Background: an optimization exercise with open tools, aiming at a short achievable clock period and few clock cycles. Do not read the settings as production practice. Power figures rest on the tool's default switching activity, not on a simulated workload.

==> run a <==
## MIPSProcessor
module MIPSProcessor (
    input    wire               clk, rst,
    output   wire    [31:0]     imem_addr,
    input    wire    [31:0]     imem_rdata,
    output   wire    [31:0]     dmem_addr,
    output   wire    [31:0]     dmem_wdata,
    output   wire               dmem_we,
    input    wire    [31:0]     dmem_rdata
);
==> flow/config.mk <==
export PLATFORM = sky130hd
export DESIGN_NAME = MIPSProcessor
export DESIGN_NICKNAME = MIPSProcessor
export VERILOG_FILES = /design/flow/design.v
export SDC_FILE = /design/flow/constraint.sdc
export NUM_CORES = 8
export LEC_CHECK = 0
export ABC_CLOCK_PERIOD_IN_PS = 3000
export CAP_MARGIN = 20
export CELL_PAD_IN_SITES_DETAIL_PLACEMENT = 1
export CELL_PAD_IN_SITES_GLOBAL_PLACEMENT = 1
export CORE_MARGIN = 2
export CORE_UTILIZATION = 50
export CTS_BUF_LIST = sky130_fd_sc_hd__clkbuf_16
export CTS_CLUSTER_DIAMETER = 100
export CTS_CLUSTER_SIZE = 25
export SETUP_SLACK_MARGIN = 5
export SLEW_MARGIN = 20
==> flow/constraint.sdc <==
create_clock -name core_clock -period 12.0 [get_ports {clk}]
set_input_delay 2.4000 -clock core_clock [delete_from_list [all_inputs] [get_ports {clk}]]
set_output_delay 2.4000 -clock core_clock [all_outputs]
set_load 0.01 [all_outputs]
standard.sh (not shown) runs the stock make flow with config.mk's settings and CLKGATE_MAP_FILE= SYNTH_SCRIPT=/design/flow/synth_recipe.tcl, a recipe that flattens the netlist after the stock synthesis.
==> flow/flow/run.sh <==
#!/bin/bash
# The standard layout, with timing repair aiming past the 12 ns clock:
# repair_timing treats any path with less than SETUP_SLACK_MARGIN of slack
# as failing, so it keeps sizing and buffering the longest paths.
set -euo pipefail
bash standard.sh SETUP_SLACK_MARGIN=8.3 finish > standard_flow.log 2>&1
==> inputs of run b, as changes to run a <==
--- a/flow/design.v
+++ b/flow/design.v
@@ -979,19 +979,18 @@
 reg         wenW;
 reg  [4:0]  dstW;
 reg  [31:0] resW;
 reg  [31:0] rf [0:31];
 reg  [31:0] rfv;
-wire        stallD, redirD, redirE;
+wire        stallD, redirE;
 wire [31:0] instF = imem_rdata;
 wire        jF    = (instF[31:26] == OP_J);
 wire [31:0] pc4F  = pcF + 32'd4;
-wire [4:0]  btLo  = {1'b0, pc4F[5:2]} + {1'b0, instF[3:0]};
-wire [25:0] btHiP = pc4F[31:6] + 26'd1;
+wire [8:0]  btLo  = {1'b0, pc4F[9:2]} + {1'b0, instF[7:0]};
 wire        bsF   = (instF[31:26] == OP_BEQ) & (instF[25:21] == instF[20:16]) &
-                    (instF[15:4] == 12'd0);
-wire [31:0] btF   = {(btLo[4] ? btHiP : pc4F[31:6]), btLo[3:0], pc4F[1:0]};
+                    (instF[15:8] == 8'd0) & ~btLo[8];
+wire [31:0] btF   = {pc4F[31:10], btLo[7:0], pc4F[1:0]};
 assign imem_addr = pcF;
 wire [31:0] resMnext;
 wire [5:0]  opD  = irD[31:26];
 wire [5:0]  fnD  = irD[5:0];
 wire [4:0]  rsD  = irD[25:21];
@@ -1006,22 +1005,23 @@
 wire [4:0] dstD  = isR ? rdD : rtD;
 wire       wenD  = vD & (isR | isAdi | isLw) & (dstD != 5'd0);
 wire       useRs = vD & (isR | isAdi | isLw | isSw | isBeq) & (rsD != 5'd0);
 wire       useRt = vD & (isR | isSw | isBeq) & (rtD != 5'd0);
 wire       useImm = isAdi | isLw | isSw;
-wire       beqSame = isBeq & (rsD == rtD);
 wire       mulD  = isR & (fnD == 6'b011100);
 wire [1:0] aluD  = (isR & (fnD == 6'b100010)) ? 2'd1 :
                    (isR & (fnD == 6'b101010)) ? 2'd2 : 2'd0;
 wire [31:0] tgtD = pc4D + {immD[29:0], 2'b00};
 wire memE = ldE | swE;
 wire eldD = isLw & (rsD == 5'd0) & ~memE;
+wire esD  = vD & isSw & (rsD == 5'd0) & ~memE &
+            ~(useRt & ((wenE & (rtD == dstE)) | (wenM & (rtD == dstM))));
+wire esGo = esD & ~redirE;
 wire hazE   = wenE & (ldE | mulE);
 wire rsHit  = useRs & (rsD == dstE);
 wire rtHit  = useRt & (rtD == dstE);
 assign stallD = hazE & (rsHit | (rtHit & ~isSw));
-assign redirD = vD & beqSame & ~redirE;
 wire aME = useRs & wenE & (rsD == dstE);
 wire aWE = useRs & wenM & (rsD == dstM) & ~aME;
 wire bME = useRt & wenE & (rtD == dstE);
 wire bWE = useRt & wenM & (rtD == dstM) & ~bME;
 wire [31:0] rfA = (wenW & (dstW == rsD)) ? resW : (rf[rsD] & {32{rfv[rsD]}});
@@ -1046,12 +1046,12 @@
 mul_stage2 U_mul2 (.rows(mulRowsM), .p(mulP));
 assign dmem_addr  = addrM;
 assign dmem_wdata = sdM;
 assign dmem_we    = weM;
 assign resMnext = mulM ? mulP : ldM ? dmem_rdata : resM;
-wire [31:0] pcSlow = redirE ? tgtE : redirD ? tgtD : stallD ? pcF : pc4F;
-wire        useF   = (jF | bsF) & ~redirE & ~redirD & ~stallD;
+wire [31:0] pcSlow = redirE ? tgtE : stallD ? pcF : pc4F;
+wire        useF   = (jF | bsF) & ~redirE & ~stallD;
 wire [31:0] tgtF   = jF ? {4'b0000, instF[25:0], 2'b00} : btF;
 always @(posedge clk) begin
     if (!rst) begin
         pcF <= 32'd0;
     end else begin
@@ -1059,11 +1059,11 @@
     end
 end
 always @(posedge clk or negedge rst) begin
     if (!rst) begin
         vD <= 1'b0;
-    end else if (redirE | redirD) begin
+    end else if (redirE) begin
         vD <= 1'b0;
     end else if (!stallD) begin
         vD <= ~(jF | bsF);
     end
 end
@@ -1084,12 +1084,12 @@
     end else begin
         wenE <= wenD;
         ldE  <= isLw & ~eldD;
         eldE <= eldD;
         mulE <= mulD & wenD;
-        swE  <= isSw;
-        brE  <= isBeq & ~beqSame;
+        swE  <= isSw & ~esD;
+        brE  <= isBeq;
     end
 end
 always @(posedge clk) begin
     dstE <= dstD;
     aluE <= aluD;
@@ -1113,18 +1113,18 @@
         wenM <= 1'b0; ldM <= 1'b0; mulM <= 1'b0; weM <= 1'b0;
     end else begin
         wenM <= wenE;
         ldM  <= ldE;
         mulM <= mulE;
-        weM  <= swE;
+        weM  <= swE | esGo;
     end
 end
 always @(posedge clk) begin
     dstM     <= dstE;
     resM     <= aluOut;
-    sdM      <= fSXE ? resMnext : SD;
-    addrM    <= (vD & eldD) ? immD : sumE;
+    sdM      <= esD ? rfB : fSXE ? resMnext : SD;
+    addrM    <= ((vD & eldD) | esD) ? immD : sumE;
     mulRowsM <= mulRowsE;
 end
 always @(posedge clk or negedge rst) begin
     if (!rst) begin
         wenW <= 1'b0;
==> summary.txt <==
Between run b and run a, the lower global-route usage is in run b (gap 0.42 points). Between run a and run b, the lower final cell count is in run b (gap 0.54%, measured against run b). Against run a, the via count of run b is smaller by 0.87%. Run a finished clean. Run b ran to the end with violations: capacitance limit, slew limit. Sequential cell count is the same in run a and run b. Against run a, the fmax of run b is smaller by about 6%.
==> figures <==
item                                                    run a                          run b
Instance area after placement                      0.0940 mm2                     0.0930 mm2
Power share of the combinational group                  0.154                          0.156
Post-synthesis simple-gate area fraction               0.0586                         0.0621
Global-route wire length before repair              484000 um                      474000 um
Areal power density over the cells                 109 mW/mm2                     109 mW/mm2
DRT Wirelength                                      353000 um                      349000 um
Status                               timing/DRC/antenna clean                failed layout checks
Reasons for failing layout checks                           -  capacitance limit, slew limit
Cell area after technology mapping                 0.0892 mm2                     0.0882 mm2
Number of vias after detailed routing                   64300                          63700
Largest net degree at the start of global routing          78                             62
Depth of the worst register-to-register path               15                             16
WL met1                                             132000 um                      132000 um
Function was not checked in any run of this note: the RTL went through the layout flow alone.

static timing again, ports no longer ideal:
How much do the figures lean on ideal ports? The routed layouts below were timed once more, with nothing changed but the port constraints.
Step 1 sets driving cells, clkbuf_16 on the clock port and buf_2 on the other inputs (assumed; they add their load-dependent delay and slew).
Step 2 also shifts input and output timing later by t, the mid clock arrival at the registers, as if the neighbouring blocks saw the same clock.
a / b / c = ideal ports / drivers / drivers and shift; a / b = the first two.
| run | t (ns) | setup slack, ns | worst setup path after step 2 | slew at the worst register clock pin (ns) | pins driven straight from the clock port |
|---|---|---|---|---|---|
| run a | 0.873 | 7.761 / 7.798 / 6.925 | input to register | 0.12 / 0.12 | 1 |
| run b | 0.845 | 7.506 / 7.564 / 6.720 | input to register | 0.11 / 0.11 | 1 |
For run a, which loses most, drivers alone change the setup slack by +0.037 ns; drivers and shift together by -0.836 ns.
